This design comes from an exercise in tuning for small area and a short achievable clock period on the open sky130 flow, not from production work.
Function was checked by simulation only, so behaviour that the tests miss may differ from the original.
Power figures rest on the tool's default switching activity, not on a simulated workload.

==> flow/design.v (outline; a module is shown in full before it is edited, if it fits) <==
// module top: 1385 lines
module top (
  input         clk,
  input         rst,
  input  [31:0] a,
  input  [31:0] b,
  output [67:0] y
);
  // ...
==> flow/flow/run.sh <==
#!/bin/bash
# Own layout flow: the standard flow, with two changes.
#  1. After the standard synthesis, polarity.py removes inverters around the full adders
#     and orders each full adder's inputs by arrival time (a netlist rewrite that keeps
#     every register and the logic function).
#  2. Input ports get buf_4 buffers (each drives 16 gates) and output ports buf_1
#     buffers, instead of the default delay-buffer cells.
# Each tool's output goes to a log file of its own in this folder.
set -euo pipefail
here=$(pwd)
R=$here/orfs/results/$FLOW_PLATFORM/top/base
bash standard.sh "$R/1_2_yosys.v" > synth.log 2>&1
cp "$R/1_2_yosys.v" "$here/1_2_yosys.std.v"
python3 flow/polarity.py "$here/1_2_yosys.std.v" "$R/1_2_yosys.v" > polarity.log 2>&1
export BUFFER_PORTS_ARGS="-inputs -buffer_cell sky130_fd_sc_hd__buf_4"
export POST_GLOBAL_PLACE_TCL="$here/flow/outbuf.tcl"
bash standard.sh > layout.log 2>&1
==> flow/flow/outbuf.tcl <==
# Buffer the output ports (the input ports were buffered before global placement).
buffer_ports -outputs -buffer_cell sky130_fd_sc_hd__buf_1
==> flow/flow/polarity.py <==
#!/usr/bin/env python3
"""Remove inverters around full adders in a flat sky130hd netlist from Yosys.

A full adder is self-dual: inverting its three inputs inverts both outputs. Yosys's
full-adder extraction often leaves an inverter between two adders. For each full adder
this pass checks whether computing it on inverted inputs (and so giving inverted outputs)
needs fewer inverters, counting AND2<->NAND2 swaps of single-load partial products, and
rewires it when the cell area goes down. The logic function of every register input and
output port is unchanged. Usage: polarity.py IN.v OUT.v"""
import re, sys
from collections import defaultdict

P = 'sky130_fd_sc_hd__'
AREA = {'inv': 3.7536, 'and2': 6.256, 'nand2': 3.7536}
OUTPINS = {'X', 'Y', 'Q', 'Q_N', 'COUT', 'SUM', 'HI', 'LO'}

src = open(sys.argv[1]).read()
m = re.search(r'^module\s+(\w+)\s*\(', src, re.M)
start = m.start()
endm = src.index('endmodule', start)
body = src[start:endm]
pre, post = src[:start], src[endm:]

decl_lines, ports = [], set()
cells = {}          # name -> [type, {pin: net}]
order = []
cell_re = re.compile(r'^\s*(\S+)\s+(\S+)\s*\((.*?)\);', re.S | re.M)
pin_re = re.compile(r'\.(\w+)\s*\(\s*(.*?)\s*\)\s*(?:,|$)', re.S)
header_end = body.index(';') + 1
header = body[:header_end]
rest = body[header_end:]
pos = 0
for st in re.finditer(r'[^;]*;', rest, re.S):
    s = st.group(0).strip()
    if not s:
        continue
    if re.match(r'(input|output|inout)\b', s):
        decl_lines.append(s)
        for nm in re.findall(r'([\\\w][^\s,;]*)\s*(?=[,;]|$)', s.split(']')[-1] if ']' in s else s[len(s.split()[0]):]):
            ports.add(nm.strip())
        continue
    if re.match(r'wire\b', s):
        w = re.match(r'wire\s+(\[[^\]]*\]\s*)?(.*);', s, re.S)
        nm = w.group(2).strip()
        if nm in ports:
            decl_lines.append(s)
        continue
    if s.startswith('assign'):
        raise SystemExit('polarity.py: unexpected assign: ' + s[:80])
    mm = re.match(r'(\S+)\s+(\\\S+\s|\S+)\s*\((.*)\)\s*;', s, re.S)
    if not mm:
        raise SystemExit('polarity.py: cannot parse: ' + s[:120])
    typ, name, pins = mm.group(1), mm.group(2).strip(), mm.group(3)
    pd = {}
    for pm in re.finditer(r'\.(\w+)\s*\(\s*((?:\\\S+\s)|[^()]*?)\s*\)', pins):
        pd[pm.group(1)] = pm.group(2).strip()
    cells[name] = [typ, pd]
    order.append(name)

def base(t):
    return t[len(P):].rsplit('_', 1)[0] if t.startswith(P) else t

def is_port_net(n):
    return n.split('[')[0] in ports or n in ports

drv, loads = {}, defaultdict(set)
def rebuild():
    drv.clear(); loads.clear()
    for c, (t, pd) in cells.items():
        for p, n in pd.items():
            if p in OUTPINS:
                drv[n] = (c, p)
            else:
                loads[n].add((c, p))
rebuild()

cnt = [0]
def newnet():
    cnt[0] += 1
    return f'_pol{cnt[0]}_'
def newcell():
    cnt[0] += 1
    return f'_polc{cnt[0]}_'

def connect(c, p, n):
    old = cells[c][1][p]
    if p in OUTPINS:
        if drv.get(old) == (c, p):
            del drv[old]
        drv[n] = (c, p)
    else:
        loads[old].discard((c, p))
        loads[n].add((c, p))
    cells[c][1][p] = n

def add_inv(a, y):
    c = newcell()
    cells[c] = [P + 'inv_1', {'A': a, 'Y': y}]
    order.append(c)
    drv[y] = (c, 'Y'); loads[a].add((c, 'A'))
    return c

def del_cell(c):
    t, pd = cells.pop(c)
    for p, n in pd.items():
        if p in OUTPINS:
            if drv.get(n) == (c, p):
                del drv[n]
        else:
            loads[n].discard((c, p))

def inv_loads(n):
    return [c for (c, p) in loads[n] if base(cells[c][0]) in ('inv', 'clkinv')]

def plan_input(n, fa):
    """cost and action to get ~n at one input of fa"""
    d = drv.get(n)
    if d and base(cells[d[0]][0]) in ('inv', 'clkinv'):
        m = cells[d[0]][1]['A']
        others = [l for l in loads[n] if l[0] != fa]
        cost = -AREA['inv'] if not others and not is_port_net(n) else 0.0
        return cost, ('use', m, d[0] if cost else None)
    il = inv_loads(n)
    if il:
        return 0.0, ('use', cells[il[0]][1]['Y'], None)
    if d and not is_port_net(n) and len(loads[n]) == 1:
        b = base(cells[d[0]][0])
        if b == 'and2':
            return AREA['nand2'] - AREA['and2'], ('swap', d[0], 'nand2')
        if b == 'nand2':
            return AREA['and2'] - AREA['nand2'], ('swap', d[0], 'and2')
    return AREA['inv'], ('newinv', n)

def plan_output(o):
    il = [c for c in inv_loads(o) if not is_port_net(cells[c][1]['Y'])]
    pil = [c for c in inv_loads(o) if is_port_net(cells[c][1]['Y'])]
    if len(pil) > 1:
        return None
    invs = pil + il
    rest = [l for l in loads[o] if l[0] not in invs]
    cost = -AREA['inv'] * len(invs)
    if rest or is_port_net(o) or not invs:
        cost += AREA['inv']
    return cost

def flip(fa):
    t, pd = cells[fa]
    for p in ('A', 'B', 'CIN'):
        n = pd[p]
        cost, act = plan_input(n, fa)
        if act[0] == 'use':
            connect(fa, p, act[1])
            if act[2] and not loads[n]:
                del_cell(act[2])
        elif act[0] == 'swap':
            dc = act[1]
            dt, dpd = cells[dc]
            op = 'X' if 'X' in dpd else 'Y'
            out = dpd.pop(op)
            del drv[out]
            np_ = 'Y' if act[2] == 'nand2' else 'X'
            dpd[np_] = out
            drv[out] = (dc, np_)
            cells[dc][0] = P + act[2] + '_1'
        else:
            m = newnet()
            add_inv(n, m)
            connect(fa, p, m)
    for p in ('SUM', 'COUT'):
        o = pd[p]
        il = inv_loads(o)
        pil = [c for c in il if is_port_net(cells[c][1]['Y'])]
        il = pil + [c for c in il if c not in pil]
        if il:
            target = cells[il[0]][1]['Y']
            del_cell(il[0])
            for c in il[1:]:
                q = cells[c][1]['Y']
                del_cell(c)
                for (lc, lp) in list(loads[q]):
                    connect(lc, lp, target)
            connect(fa, p, target)
            if loads[o] or is_port_net(o):
                add_inv(target, o)
        else:
            m = newnet()
            connect(fa, p, m)
            add_inv(m, o)

def area():
    a = 0
    for t, _ in cells.values():
        b = base(t)
        if b in AREA:
            a += AREA[b]
    return a

a0 = area()
for it in range(30):
    changed = 0
    for fa in list(order):
        if fa not in cells or base(cells[fa][0]) != 'fa':
            continue
        pd = cells[fa][1]
        cost = 0.0
        ok = True
        seen = set()
        for p in ('A', 'B', 'CIN'):
            n = pd[p]
            c, act = plan_input(n, fa)
            if n in seen:
                ok = False
            seen.add(n)
            cost += c
        for p in ('SUM', 'COUT'):
            c = plan_output(pd[p])
            if c is None:
                ok = False
                break
            cost += c
        if ok and cost < -0.5:
            flip(fa)
            changed += 1
    if not changed:
        break
order = [c for c in order if c in cells]

# Timing-driven input order of the full adders: the latest input goes to CIN, the fastest
# pin, and the earliest to A, the slowest. Arrival times come from a rough delay model.
FA_D = {'A': (0.60, 0.48), 'B': (0.57, 0.46), 'CIN': (0.55, 0.43)}   # (SUM, COUT)
def cell_delay(t):
    b = base(t)
    return {'inv': 0.10, 'clkinv': 0.10, 'nand2': 0.13, 'nor2': 0.15, 'ha': 0.35,
            'buf': 0.15, 'clkbuf': 0.15}.get(b, 0.20)
rebuild()
arr = {}
SEQ = ('df', 'sdf', 'edf')
def arrival(n, stack=0):
    if n in arr:
        return arr[n]
    d = drv.get(n)
    if d is None:
        arr[n] = 0.4
        return 0.4
    c, p = d
    t, pd = cells[c]
    b = base(t)
    if b.startswith(SEQ) or b in ('conb',):
        arr[n] = 0.4
        return 0.4
    ins = [pd[q] for q in pd if q not in OUTPINS]
    if b == 'fa':
        ats = {q: arrival(pd[q], stack + 1) for q in ('A', 'B', 'CIN')}
        res = {}
        for q in ('A', 'B', 'CIN'):
            res[q] = ats[q]
        su = max(res[q] + FA_D[q][0] for q in res)
        co = max(res[q] + FA_D[q][1] for q in res)
        arr[pd['SUM']] = su
        arr[pd['COUT']] = co
        return arr[n]
    a = max([arrival(x, stack + 1) for x in ins] or [0.0]) + cell_delay(t)
    for q in pd:
        if q in OUTPINS:
            arr[pd[q]] = a
    return a
import sys as _s
_s.setrecursionlimit(100000)
swaps = 0
def fa_topo():
    seen, out = set(), []
    def visit(c):
        if c in seen:
            return
        seen.add(c)
        t, pd = cells[c]
        if not base(t).startswith(SEQ):
            for q, n in pd.items():
                if q not in OUTPINS and n in drv:
                    visit(drv[n][0])
        out.append(c)
    for c in list(cells):
        visit(c)
    return out
for c in fa_topo():
    t, pd = cells[c]
    if base(t) == 'fa':
        nets = [pd['A'], pd['B'], pd['CIN']]
        ats = sorted(nets, key=lambda n: arrival(n))
        if ats != nets:
            for q in ('A', 'B', 'CIN'):
                loads[pd[q]].discard((c, q))
            pd['A'], pd['B'], pd['CIN'] = ats
            for q in ('A', 'B', 'CIN'):
                loads[pd[q]].add((c, q))
            swaps += 1
    # recompute this cell's outputs
    for q in pd:
        if q in OUTPINS:
            arr.pop(pd[q], None)
    for q in pd:
        if q in OUTPINS:
            arrival(pd[q])
sys.stderr.write(f'polarity.py: reordered the inputs of {swaps} full adders\n')
a1 = area()
sys.stderr.write(f'polarity.py: {it+1} passes, inv/and2/nand2 area {a0:.1f} -> {a1:.1f}\n')

nets = set()
for c in order:
    for n in cells[c][1].values():
        if not n.startswith("1'") and not is_port_net(n):
            nets.add(n)
out = [pre, header, '\n']
for d in decl_lines:
    out.append('  ' + d + '\n')
for n in sorted(nets):
    out.append(f'  wire {n}{" " if n.startswith(chr(92)) else ""};\n')
for c in order:
    t, pd = cells[c]
    pins = ',\n'.join(f'    .{p}({n}{" " if n.startswith(chr(92)) else ""})' for p, n in pd.items())
    out.append(f'  {t} {c}{" " if c.startswith(chr(92)) else ""} (\n{pins}\n  );\n')
out.append(post)
open(sys.argv[2], 'w').write(''.join(out))
==> flow/standard.sh <==
#!/bin/bash
# synth_recipe.tcl (not shown) runs the flow's synth.tcl, then flattens the netlist and writes it again
# the make line also repeats each setting of config.mk as NAME=value (left out here)
make -C /OpenROAD-flow-scripts/flow DESIGN_CONFIG=/design/flow/config.mk WORK_HOME=/design/flow/orfs CLKGATE_MAP_FILE= SYNTH_SCRIPT=/design/flow/synth_recipe.tcl "${@:-finish}"
==> flow/config.mk <==
export PLATFORM = sky130hd
export DESIGN_NAME = top
export DESIGN_NICKNAME = top
export VERILOG_FILES = /design/flow/design.v
export SDC_FILE = /design/flow/constraint.sdc
export NUM_CORES = 4
export LEC_CHECK = 0
export CAP_MARGIN = 20
export CORE_MARGIN = 2
export CORE_UTILIZATION = 40
export SLEW_MARGIN = 70
==> flow/constraint.sdc <==
create_clock -name core_clock -period 12.0 [get_ports {clk}]
set_input_delay 2.4000 -clock core_clock [delete_from_list [all_inputs] [get_ports {clk}]]
set_output_delay 2.4000 -clock core_clock [all_outputs]
set_load 0.01 [all_outputs]
==> flow_metrics.tcl, run 1 <==
set metrics [dict create \
    crit_chain "buf_4, nand2_1, fa_1, fa_1, fa_1, fa_1, inv_1, ha_1, ha_1, a31o_2" \
    met3_length_microns 2330 \
    seq_cell_power_mw 0.606 \
    finalCritPeriodShare_pct 44.6 \
    crit_family "adder cells" \
    n_antenna_cell 0 \
    switching_share_pct 47.7 \
    cts_tree "built" \
    path_clk_slew_ps 70 \
    syn_avg_cell_area_sq_um 10.8 \
    tapCellCount 518 \
    syn_area_sq_um 15500 \
    period_minus_slack_ps 5360 \
    outcome "timing/DRC/antenna clean" \
    powerComb_mw 2.41 \
    grt_busiest_layer "met2" \
    cts_sinks 108 \
    cp_slowest_cell "fa_1" \
    synth-warning-count 1 \
    relSlewSlack_pct 76.9 \
    firstDrtPassIters 7 \
    clk_share_pct 1.79 \
    power.leakage_nw 6.73 \
    n_all_buffers 135 \
    end_kind "flop" \
    place_ws_ps 6260 \
]
==> inputs of run 2 (changes only) <==
--- a/flow/config.mk
+++ b/flow/config.mk
@@ -9,3 +9,3 @@
 export CORE_MARGIN = 2
 export CORE_UTILIZATION = 40
-export SLEW_MARGIN = 70
+export SLEW_MARGIN = 55
==> flow_metrics.tcl, run 2 <==
set metrics [dict create \
    routedWlPerCell_microns 17.7 \
    h-tree-depth 3 \
    drc 0 \
    drv_cap 0 \
    die_height_microns 201 \
    start_kind "input pin" \
    cp-startpoint "b[10]" \
    grt_antenna_before_repair 0 \
    outcome "timing/DRC/antenna clean" \
    final_cell_mix "517 x nand2_1, 412 x fa_1, 108 x dfrtp_1, 97 x inv_1, 68 x buf_1" \
    postRouteAntennaNets 0 \
    rsz0062_at_grt "false" \
    seqCellArea_sq_um 2700 \
    worst_pin_slew_ps 539 \
    num_vias 10360 \
    die_w_microns 201 \
    gr-total-overflow 0 \
    die_area_sq_um 40500 \
    ios 134 \
    hold_violations 0 \
    placementRows 72 \
    syn_avg_cell_area_sq_um 10.8 \
    netlist_instances 1446 \
    cts_made_buffers 9 \
    stdcell_count 2021 \
    via_per_inst 5.13 \
    n_antenna_cell 0 \
    place_ws_ps 6260 \
    numPortBuffers 133 \
    relSlewSlack_pct 64.0 \
    multi_input_area_sq_um 12000 \
    fin_ws_ps 6640 \
    ir_drop_mv 0.180 \
    cts_sinks 108 \
    powerDensity_nw_per_um2 200 \
    crit_required_ps 12260 \
    layout-drive-gt1-share_pct 6.59 \
    hold_class "in2async" \
    finalCritPeriodShare_pct 44.6 \
    grt_pass1_wl_microns 60200 \
    crit_fanout 16 \
    placedCellCount 2006 \
    synth-warning-count 1 \
    drv_slew 0 \
    cts_buffer_depth 2 \
    cts_resized 0 \
    period_minus_slack_ps 5360 \
    clock-root-buffer "clkbuf_16" \
    ctsHoldBuffers 0 \
    firstDrtPassIters 5 \
    grt_pass1_vias 11748 \
    cts_setup_buffers 0 \
    setup_tns_ps 0 \
    core_area_sq_um 38500 \
    detailed_place_hpwl_microns 28900 \
    grt_usage_pct 19.1 \
    setup_violations 0 \
    synth_nets 1976 \
    grt_max_degree 60 \
    path_clk_slew_ps 70 \
    drt_iter0_drc 556 \
    nets 2029 \
    syn2layout_area_growth_pct 8.22 \
    cts_tree "built" \
    worst_ep_arrival_time_ps 5620 \
    fill_cells 3681 \
    layout_commonest_cell "nand2_1" \
    initial_core_util_pct 40.4 \
    crit_type "in2reg" \
    power.leakage_nw 6.72 \
    wl_microns 35700 \
    end_kind "flop" \
    syn_area_sq_um 15500 \
    fmax_mhz 187 \
]
## run 2: layout make-up
cell class,count,share of cell area [%]
Multi-Input combinational cell,1148,71.5
Sequential cell,108,16.1
Inverter,98,2.22
Timing Repair Buffer,134,4.48
Clock inverter,6,0.572
Clock buffer,9,1.34
Tap cell,518,3.85
## run 2: stage by stage
stage	util [%]	cell area (sq um)	power [mW]	hold slack [ps]
after global routing	43.7	16800	3.80	2070
after detailed placement	42.9	16500	3.12	2520
after floorplan	-	15500	2.47	2640
after CTS	43.7	16800	3.47	2120
after global placement	42.2	16200	2.92	2500
final	43.7	16800	3.36	2040
## run 2: routing by layer
layer / global-route usage, % / share of wire (%)
met1: 24.5 / 38
met2: 33.9 / 54
met3: 3.34 / 6.8
met4: 4.05 / 1.5
met5: 0 / 0
## run 2: power breakdown
| part | leakage [nW] | switching [mW] | internal [mW] | total [mW] |
|---|---|---|---|---|
| logic | 5.25 | 1.37 | 1.05 | 2.42 |
| clock network | 0.154 | 0.150 | 0.185 | 0.335 |
| registers | 1.32 | 0.0635 | 0.543 | 0.606 |
| total | 6.72 | 1.59 | 1.78 | 3.36 |
## run 2: path summary, 6_finish.rpt
path	cells after the start	slack, ps	end
max	10	6640	c12_r[16]$_DFF_PP0_
min	2	2040	c22_r[14]$_DFF_PP0_
max in group asynchronous	3	9090	c11_r[20]$_DFF_PP0_
min in group core_clock	3	2540	c22_r[9]$_DFF_PP0_
## run 2: critical path: stages
cell and delay [ps]:
buf_4 220, nand2_1 120, fa_1 470, fa_1 580, fa_1 460, fa_1 500
inv_1 50, ha_1 280, ha_1 310, a31o_2 230
==> inputs of run 3 (changes only) <==
--- a/flow/config.mk
+++ b/flow/config.mk
@@ -9,3 +9,3 @@
 export CORE_MARGIN = 2
 export CORE_UTILIZATION = 40
-export SLEW_MARGIN = 55
+export SLEW_MARGIN = 20
==> flow_metrics.tcl, run 3 <==
set metrics [dict create \
    outcome "timing/DRC/antenna clean" \
    h-tree-depth 3 \
    ios 134 \
    cts_resized 0 \
    cts_setup_buffers 0 \
    cts_made_buffers 9 \
    ctsHoldBuffers 0 \
    crit_fanout 16 \
    layout_commonest_cell "nand2_1" \
    firstDrtPassIters 8 \
    ir_drop_mv 0.164 \
    worst_pin_slew_ps 742 \
    drt_iter0_drc 588 \
    syn_area_sq_um 15500 \
    die_area_sq_um 40500 \
    layout-drive-gt1-share_pct 6.58 \
    hold_violations 0 \
    slowest_delay_ps 580 \
    synth-warning-count 1 \
    drv_cap 0 \
    gr-total-overflow 0 \
    crit_type "in2reg" \
    p_int_mw 1.73 \
    p_clk_share_pct 9.1 \
    final_cell_mix "517 x nand2_1, 412 x fa_1, 108 x dfrtp_1, 97 x inv_1, 68 x buf_1" \
    path_clk_slew_ps 70 \
    crit_family "adder cells" \
    cts_buffer_depth 2 \
    syn2layout_area_growth_pct 7.95 \
    relSlewSlack_pct 50.5 \
    start_kind "input pin" \
    fmax_mhz 187 \
    worst_ep_arrival_time_ps 5610 \
    numPortBuffers 133 \
    syn_avg_cell_area_sq_um 10.8 \
    via_per_inst 5.14 \
    p_seq_share_pct 18.3 \
    grt_pass1_vias 11682 \
    drc 0 \
    finalCritPeriodShare_pct 44.6 \
    num_vias 10392 \
    rsz0062_at_grt "false" \
    end_kind "flop" \
    routedWlPerCell_microns 17.6 \
    die_w_microns 201 \
    hold_class "in2async" \
    drv_slew 0 \
    detailed_place_hpwl_microns 29000 \
    crit_required_ps 12260 \
    grt_usage_pct 19.0 \
    nets 2029 \
    cp_slowest_cell "fa_1" \
    netlist_instances 1446 \
    switching_share_pct 47.7 \
    grt_antenna_before_repair 0 \
    n_antenna_cell 0 \
    period_minus_slack_ps 5350 \
    power.switching_mw 1.58 \
    powerDensity_nw_per_um2 198 \
    total_power_mw 3.32 \
    initial_core_util_pct 40.4 \
    grt_pass1_wl_microns 59700 \
    setup_tns_ps 0 \
    wl_microns 35500 \
    power.leakage_nw 6.70 \
    synth_nets 1976 \
    postRouteAntennaNets 0 \
    cts_sinks 108 \
    core_area_sq_um 38500 \
    cp_common_cell "fa_1" \
    cp-startpoint "b[10]" \
    pwr-share-comb_pct 72.6 \
    cp_num_buf_inv 2 \
    cts_tree "built" \
    placementRows 72 \
    die_height_microns 201 \
    clock-root-buffer "clkbuf_16" \
    crit_chain "buf_4, nand2_1, fa_1, fa_1, fa_1, fa_1, inv_1, ha_1, ha_1, a31o_2" \
    setup_violations 0 \
    grt_max_degree 60 \
]
## run 3: final timing paths
check / endpoint / slack (ps) / depth (start not counted)
setup / recovery: c12_r[16]$_DFF_PP0_ / 6650 / 10
hold / removal: c22_r[15]$_DFF_PP0_ / 2100 / 2
max in group asynchronous: c11_r[20]$_DFF_PP0_ / 8730 / 3
min in group core_clock: c21_r[9]$_DFF_PP0_ / 2530 / 3
## run 3: layout make-up
type | count | area (sq um)
multi-input combinational | 1148 | 12000
timing repair buffer | 134 | 751
clock buffer | 10 | 229
tap | 518 | 648
sequential | 108 | 2700
clock inverter | 6 | 56.3
inverter | 98 | 370
fill | 3676 | 21700
## run 3: through the flow
stage	setup WS (ps)	hold slack [ps]	utilization (%)	cell area (sq um)	instances
final	6650	2100	43.6	16800	2022
after global routing	6500	2150	43.6	16800	2022
after CTS	6650	2120	43.6	16800	2022
after detailed placement	6260	2520	42.9	16500	2006
after global placement	6290	2500	42.2	16200	1938
after floorplan	6360	2640	-	15500	1446
## run 3: routing by layer
| layer | part of all wire [%] | global-route usage (%) | routed length, microns |
|---|---|---|---|
| met5 | 0 | 0 | 0 |
| met4 | 1.9 | 4.58 | 664 |
| met3 | 7.1 | 3.50 | 2530 |
| met2 | 53 | 33.2 | 18800 |
| met1 | 38 | 24.5 | 13600 |
## run 3: power by group through the flow
stage                     Clock [mW]  Sequential [mW]  Combinational, mW
after global routing           0.326            0.623               2.81
final                          0.302            0.606               2.41
after floorplan                    0            0.598               1.87
after CTS                      0.312            0.613               2.51
after detailed placement           0            0.619               2.49
after global placement             0            0.645               2.27
==> inputs of run 4 (changes only) <==
--- a/flow/config.mk
+++ b/flow/config.mk
@@ -9,3 +9,3 @@
 export CORE_MARGIN = 2
 export CORE_UTILIZATION = 40
-export SLEW_MARGIN = 20
+export SLEW_MARGIN = 40
==> flow_metrics.tcl, run 4 <==
set metrics [dict create \
    outcome "timing/DRC/antenna clean" \
    fmax_mhz 187 \
    hold_slack_ps 2100 \
    relSlewSlack_pct 59.1 \
    cts_resized 0 \
    num_vias 10426 \
    syn2layout_area_growth_pct 7.97 \
    drv_slew 0 \
    layout-drive-gt1-share_pct 6.58 \
    numPortBuffers 133 \
    gr-total-overflow 0 \
    drc 0 \
    ir_drop_mv 0.164 \
    ctsHoldBuffers 0 \
    cts_sinks 108 \
    final_cell_mix "517 x nand2_1, 412 x fa_1, 108 x dfrtp_1, 97 x inv_1, 68 x buf_1" \
    fill_cells 3676 \
    die_area_sq_um 40500 \
    netlist_instances 1446 \
    crit_fanout 16 \
    initial_core_util_pct 40.4 \
    ios 134 \
    routedWlPerCell_microns 17.6 \
    synth-warning-count 1 \
    crit_type "in2reg" \
    grt_antenna_before_repair 0 \
    h-tree-depth 3 \
    setup_tns_ps 0 \
    clock-root-buffer "clkbuf_16" \
    grt_pass1_vias 11682 \
    power.leakage_nw 6.71 \
    worst_pin_slew_ps 614 \
    powerDensity_nw_per_um2 198 \
    cts_made_buffers 9 \
    via_per_inst 5.16 \
    die_w_microns 201 \
    finalCritPeriodShare_pct 44.6 \
    synth_nets 1976 \
    grt_usage_pct 19.0 \
    setup_violations 0 \
    drv_cap 0 \
    firstDrtPassIters 5 \
    syn_avg_cell_area_sq_um 10.8 \
    postRouteAntennaNets 0 \
    cts_tree "built" \
    hold_violations 0 \
    core_area_sq_um 38500 \
    end_kind "flop" \
    n_antenna_cell 0 \
    cts_buffer_depth 2 \
    stdcell_count 2022 \
    start_kind "input pin" \
    placedCellCount 2006 \
    rsz0062_at_grt "false" \
    placementRows 72 \
    detailed_place_hpwl_microns 29000 \
    period_minus_slack_ps 5360 \
    path_clk_slew_ps 70 \
    wl_microns 35600 \
    cts_setup_buffers 0 \
    crit_required_ps 12260 \
    syn_area_sq_um 15500 \
    nets 2029 \
    layout_commonest_cell "nand2_1" \
    worst_ep_arrival_time_ps 5610 \
    grt_max_degree 60 \
    die_height_microns 201 \
    drt_iter0_drc 588 \
    grt_pass1_wl_microns 59700 \
    hold_class "in2async" \
]
## run 4: routing by layer
metal / vias to the layer above / part of all wire [%] / global-route usage [%]
met5: - / 0 / 0
met2: 386 / 53 / 33.2
met3: 38 / 7.2 / 3.50
li1: 4419 / - / -
met1: 5583 / 38 / 24.5
met4: 0 / 1.9 / 4.58
## run 4: path summary, 6_finish.rpt
check | depth (start not counted) | to | slack (ps) | start
setup / recovery | 10 | c22_r[16]$_DFF_PP0_ | 6640 | b[8]
hold / removal | 2 | c22_r[15]$_DFF_PP0_ | 2100 | rst
max in group asynchronous | 3 | c11_r[20]$_DFF_PP0_ | 8970 | rst
min in group core_clock | 3 | c22_r[9]$_DFF_PP0_ | 2530 | a[16]
## run 4: power by group
group / internal [mW] / switching [mW] / total [mW]
clock: 0.146 / 0.156 / 0.302
sequential: 0.543 / 0.0636 / 0.606
combinational: 1.05 / 1.36 / 2.41
total: 1.73 / 1.58 / 3.32
## run 4: layout make-up
type / instances / area (sq um) / share of cell area (%)
Clock buffer: 10 / 229 / 1.36
Multi-Input combinational cell: 1148 / 12000 / 71.6
Tap cell: 518 / 648 / 3.86
Inverter: 98 / 370 / 2.21
Sequential cell: 108 / 2700 / 16.1
Clock inverter: 6 / 56.3 / 0.335
Timing Repair Buffer: 134 / 754 / 4.49
## run 4: per-stage QoR
step	utilization, %	total power, mW	area (sq um)	setup slack, ps
after floorplan	-	2.47	15500	6360
after global placement	42.2	2.92	16200	6290
after detailed placement	42.9	3.11	16500	6260
after CTS	43.6	3.43	16800	6650
after global routing	43.6	3.76	16800	6500
final	43.6	3.32	16800	6640
## run 4: critical path, cell delays in order
cell and delay, ps:
buf_4 210, nand2_1 110, fa_1 520, fa_1 570, fa_1 440, fa_1 490, inv_1 40, ha_1 270
ha_1 310, a31o_2 240
==> inputs of run 5 (changes only) <==
--- a/flow/config.mk
+++ b/flow/config.mk
@@ -9,3 +9,4 @@
 export CORE_MARGIN = 2
 export CORE_UTILIZATION = 40
+export PLACE_DENSITY = 0.75
 export SLEW_MARGIN = 40
==> flow_metrics.tcl, run 5 <==
set metrics [dict create \
    outcome "timing/DRC/antenna clean" \
    wl_microns 35400 \
    syn_avg_cell_area_sq_um 10.8 \
    core_area_sq_um 38500 \
    grt_pass1_vias 11949 \
    setup_tns_ps 0 \
    h-tree-depth 3 \
    slowest_delay_ps 570 \
    seqCellArea_sq_um 2700 \
    drv_cap 0 \
    syn2layout_area_growth_pct 8.38 \
    n_antenna_cell 0 \
    crit_required_ps 12260 \
    grt_usage_pct 18.9 \
    nets 2029 \
    postRouteAntennaNets 0 \
    cts_sinks 108 \
    rsz0062_at_grt "false" \
    cts_tree "built" \
    crit_chain "buf_4, nand2_1, fa_1, fa_1, fa_1, fa_1, inv_1, ha_1, ha_1, a31o_2" \
    start_kind "input pin" \
    fill_cells 3536 \
    placementRows 72 \
    place_ws_ps 6290 \
    num_vias 10579 \
    numPortBuffers 133 \
    layout-drive-gt1-share_pct 6.65 \
    routedWlPerCell_microns 17.5 \
    period_minus_slack_ps 5360 \
    detailed_place_hpwl_microns 28500 \
    cts_buffer_depth 2 \
    drt_iter0_drc 857 \
    gr-total-overflow 0 \
    layout_commonest_cell "nand2_1" \
    finalCritPeriodShare_pct 44.7 \
    setup_violations 0 \
    power.leakage_nw 6.73 \
    firstDrtPassIters 6 \
    fin_ws_ps 6640 \
    die_area_sq_um 40500 \
    cts_setup_buffers 0 \
    die_w_microns 201 \
    worst_pin_slew_ps 609 \
    crit_type "in2reg" \
    ios 134 \
    synth-warning-count 1 \
    initial_core_util_pct 40.4 \
    hold_violations 0 \
    cts_resized 0 \
    grt_antenna_before_repair 0 \
    drv_slew 0 \
    syn_area_sq_um 15500 \
    end_kind "flop" \
    path_clk_slew_ps 70 \
    crit_fanout 16 \
    multi_input_area_sq_um 12000 \
    hold_slack_ps 2110 \
    via_per_inst 5.23 \
    clock-root-buffer "clkbuf_16" \
    relSlewSlack_pct 59.4 \
    synth_nets 1976 \
    cts_made_buffers 9 \
    cp_slowest_cell "fa_1" \
    fmax_mhz 187 \
    die_height_microns 201 \
    cp_common_cell "fa_1" \
    netlist_instances 1446 \
    placedCellCount 2006 \
    grt_max_degree 62 \
    ctsHoldBuffers 0 \
    worst_ep_arrival_time_ps 5620 \
    ir_drop_mv 0.182 \
    stdcell_count 2022 \
    final_cell_mix "517 x nand2_1, 412 x fa_1, 108 x dfrtp_1, 97 x inv_1, 68 x buf_1" \
    hold_class "in2async" \
    grt_pass1_wl_microns 60200 \
    powerDensity_nw_per_um2 201 \
    drc 0 \
]
run 5: worst paths after layout:
check	slack [ps]	cells after the start	startpoint	to
max	6640	10	b[0]	c11_r[16]$_DFF_PP0_
min	2110	2	rst	c21_r[3]$_DFF_PP0_
max in group asynchronous	8930	3	rst	c12_r[21]$_DFF_PP0_
min in group core_clock	2540	3	a[24]	c21_r[9]$_DFF_PP0_
run 5: final cells by class:
class,count,share of cell area [%]
clock inverter,7,0.728
timing repair buffer,134,4.48
tap,518,3.85
multi-input combinational,1148,71.4
sequential,108,16.0
clock buffer,9,1.34
inverter,98,2.20
run 5: critical path: cells and delay by family:
kind | cells | cell delay [ps]
buf+inv | 2 | 260
compound gates | 1 | 210
fa+ha+maj | 6 | 2610
simple gates | 1 | 130
run 5: through the flow:
stage	total power, mW	area (sq um)	utilization [%]
after floorplan	2.47	15500	-
after global placement	2.91	16200	42.2
after detailed placement	3.12	16500	42.9
after CTS	3.49	16800	43.8
after global routing	3.84	16900	43.8
final	3.39	16900	43.8
run 5: where the power goes:
group	switching (mW)	internal (mW)
sequential	0.0657	0.543
clock	0.147	0.205
combinational	1.39	1.04
total	1.60	1.79
run 5: routing by layer:
metal	share of wire [%]	track usage [%]	vias to the layer above
met4	2.5	5.48	0
met5	0	0	-
met3	9.7	3.79	76
li1	-	-	4421
met2	52	32.4	572
met1	36	24.4	5510
==> inputs of run 6 (changes only) <==
--- a/flow/config.mk
+++ b/flow/config.mk
@@ -9,4 +9,4 @@
 export CORE_MARGIN = 2
 export CORE_UTILIZATION = 40
-export PLACE_DENSITY = 0.75
+export GPL_TIMING_DRIVEN = 0
 export SLEW_MARGIN = 40
==> flow_metrics.tcl, run 6 <==
set metrics [dict create \
    outcome "timing/DRC/antenna clean" \
    crit_fanout 10 \
    clock-root-buffer "clkbuf_16" \
    start_kind "input pin" \
    routedWlPerCell_microns 20.2 \
    cp_slowest_cell "clkbuf_1" \
    die_height_microns 201 \
    grt_pass1_vias 12500 \
    hold_slack_ps 1990 \
    cts_resized 0 \
    grt_usage_pct 22.7 \
    synth-warning-count 1 \
    gr-total-overflow 0 \
    synth_nets 1976 \
    postRouteAntennaNets 0 \
    netlist_instances 1446 \
    crit_family "adder cells" \
    detailed_place_hpwl_microns 35900 \
    ios 134 \
    final_cell_mix "517 x nand2_1, 412 x fa_1, 108 x dfrtp_1, 97 x inv_1, 93 x buf_4" \
    total_power_mw 3.41 \
    path_clk_slew_ps 70 \
    layout_commonest_cell "nand2_1" \
    h-tree-depth 3 \
    power.leakage_nw 6.92 \
    drv_slew 0 \
    setup_violations 0 \
    syn2layout_area_growth_pct 11.1 \
    grt_max_degree 62 \
    drc 0 \
    syn_area_sq_um 15500 \
    final_area_sq_um 17300 \
    rsz0062_at_grt "false" \
    wl_microns 42800 \
    die_w_microns 201 \
    fmax_mhz 166 \
    cts_sinks 108 \
    syn_avg_cell_area_sq_um 10.8 \
    cts_tree "built" \
    grt_pass1_wl_microns 68400 \
    ir_drop_mv 0.204 \
    via_per_inst 5.20 \
    layout-drive-gt1-share_pct 8.02 \
    worst_pin_slew_ps 843 \
    end_kind "flop" \
    drv_cap 0 \
    powerDensity_nw_per_um2 197 \
    relSlewSlack_pct 43.8 \
    nets 2121 \
    die_area_sq_um 40500 \
    grt_antenna_before_repair 0 \
    num_vias 10993 \
    numPortBuffers 133 \
    worst_ep_arrival_time_ps 6280 \
    ctsHoldBuffers 0 \
    crit_required_ps 12270 \
    setup_tns_ps 0 \
    cp_common_cell "fa_1" \
    placed_area_sq_um 17000 \
    hold_violations 0 \
    cp_num_buf_inv 3 \
    core_area_sq_um 38500 \
    crit_chain "buf_4, clkbuf_1, nand2_1, fa_1, fa_1, fa_1, fa_1, inv_1, ha_1, ha_1, a31o_2" \
    cts_setup_buffers 0 \
    finalCritPeriodShare_pct 50.1 \
    placementRows 72 \
    firstDrtPassIters 5 \
    cts_made_buffers 9 \
    hold_class "in2async" \
    period_minus_slack_ps 6010 \
    crit_type "in2reg" \
    drt_iter0_drc 783 \
    slowest_delay_ps 660 \
    cts_buffer_depth 2 \
    cp-startpoint "b[12]" \
    initial_core_util_pct 40.4 \
]
## run 6: area by class of cell
type	count	area, sq um
fill	3692	21200
multi-input combinational	1148	12000
sequential	108	2700
timing repair buffer	134	771
tap	518	648
buffer	92	450
inverter	98	375
clock buffer	9	225
clock inverter	7	67.6
antenna	1	2.50
## run 6: routing by layer
| metal | global-route usage, % | wire length, microns | up-vias |
|---|---|---|---|
| met2 | 37.6 | 21100 | 498 |
| met5 | 0 | 0 | - |
| li1 | - | - | 4622 |
| met4 | 6.61 | 1030 | 0 |
| met3 | 6.37 | 4480 | 67 |
| met1 | 29.2 | 16200 | 5806 |
## run 6: report_power, final
group / total [mW] / internal (mW) / switching [mW]
logic: 2.50 / 1.10 / 1.40
clock network: 0.303 / 0.160 / 0.142
registers: 0.603 / 0.543 / 0.0599
total: 3.41 / 1.80 / 1.60
## run 6: metrics by stage
step	cells	worst slack (ps)	utilization [%]
global placement	2029	5630	43.4
CTS	2114	6080	44.9
detailed placement	2098	5670	44.1
floorplan	1446	6360	-
finish	2115	5990	44.9
global route	2114	5930	44.9
## run 6: final timing paths
path,end,depth (start not counted)
worst min-delay path,c22_r[16]$_DFF_PP0_,2
max in group asynchronous,c11_r[3]$_DFF_PP0_,3
min in group core_clock,c21_r[9]$_DFF_PP0_,3
worst max-delay path,c22_r[16]$_DFF_PP0_,11

==> re-timing with driven ports <==
The results above use ideal ports. As a check the final layouts listed here were re-extracted and re-timed, cells and wires unchanged.
Step 1, drivers: a clkbuf_16 drives clk and a buf_2 each remaining input, both assumed.
Step 2 moves the port delays by t, midway between the first and last clock arrival at a register: inputs arrive t later, outputs are due t later. That takes back most of the time a late clock gives input paths.
a / b / c = ideal ports / drivers / drivers and shift; a / b = the first two.
run | t (ns) | setup WS [ns] | worst setup path at the end | slew at the worst register clock pin (ns) | worst data-port slew with drivers (ns)
run 1 | 0.417 | 6.644 / 6.635 / 6.217 | input to register | 0.09 / 0.09 | 0.07
run 2 | 0.416 | 6.644 / 6.629 / 6.212 | input to register | 0.08 / 0.08 | 0.07
run 3 | 0.418 | 6.649 / 6.630 / 6.212 | input to register | 0.09 / 0.09 | 0.07
run 4 | 0.419 | 6.643 / 6.631 / 6.212 | input to register | 0.09 / 0.09 | 0.08
run 5 | 0.417 | 6.642 / 6.646 / 6.229 | input to register | 0.07 / 0.07 | 0.07
run 6 | 0.430 | 5.990 / 6.014 / 5.584 | input to register | 0.07 / 0.07 | 0.09
After both steps setup and hold are still met in every run listed. The setup slack of run 3, which loses most, moves by -0.019 ns with the drivers and by -0.437 ns with both steps.
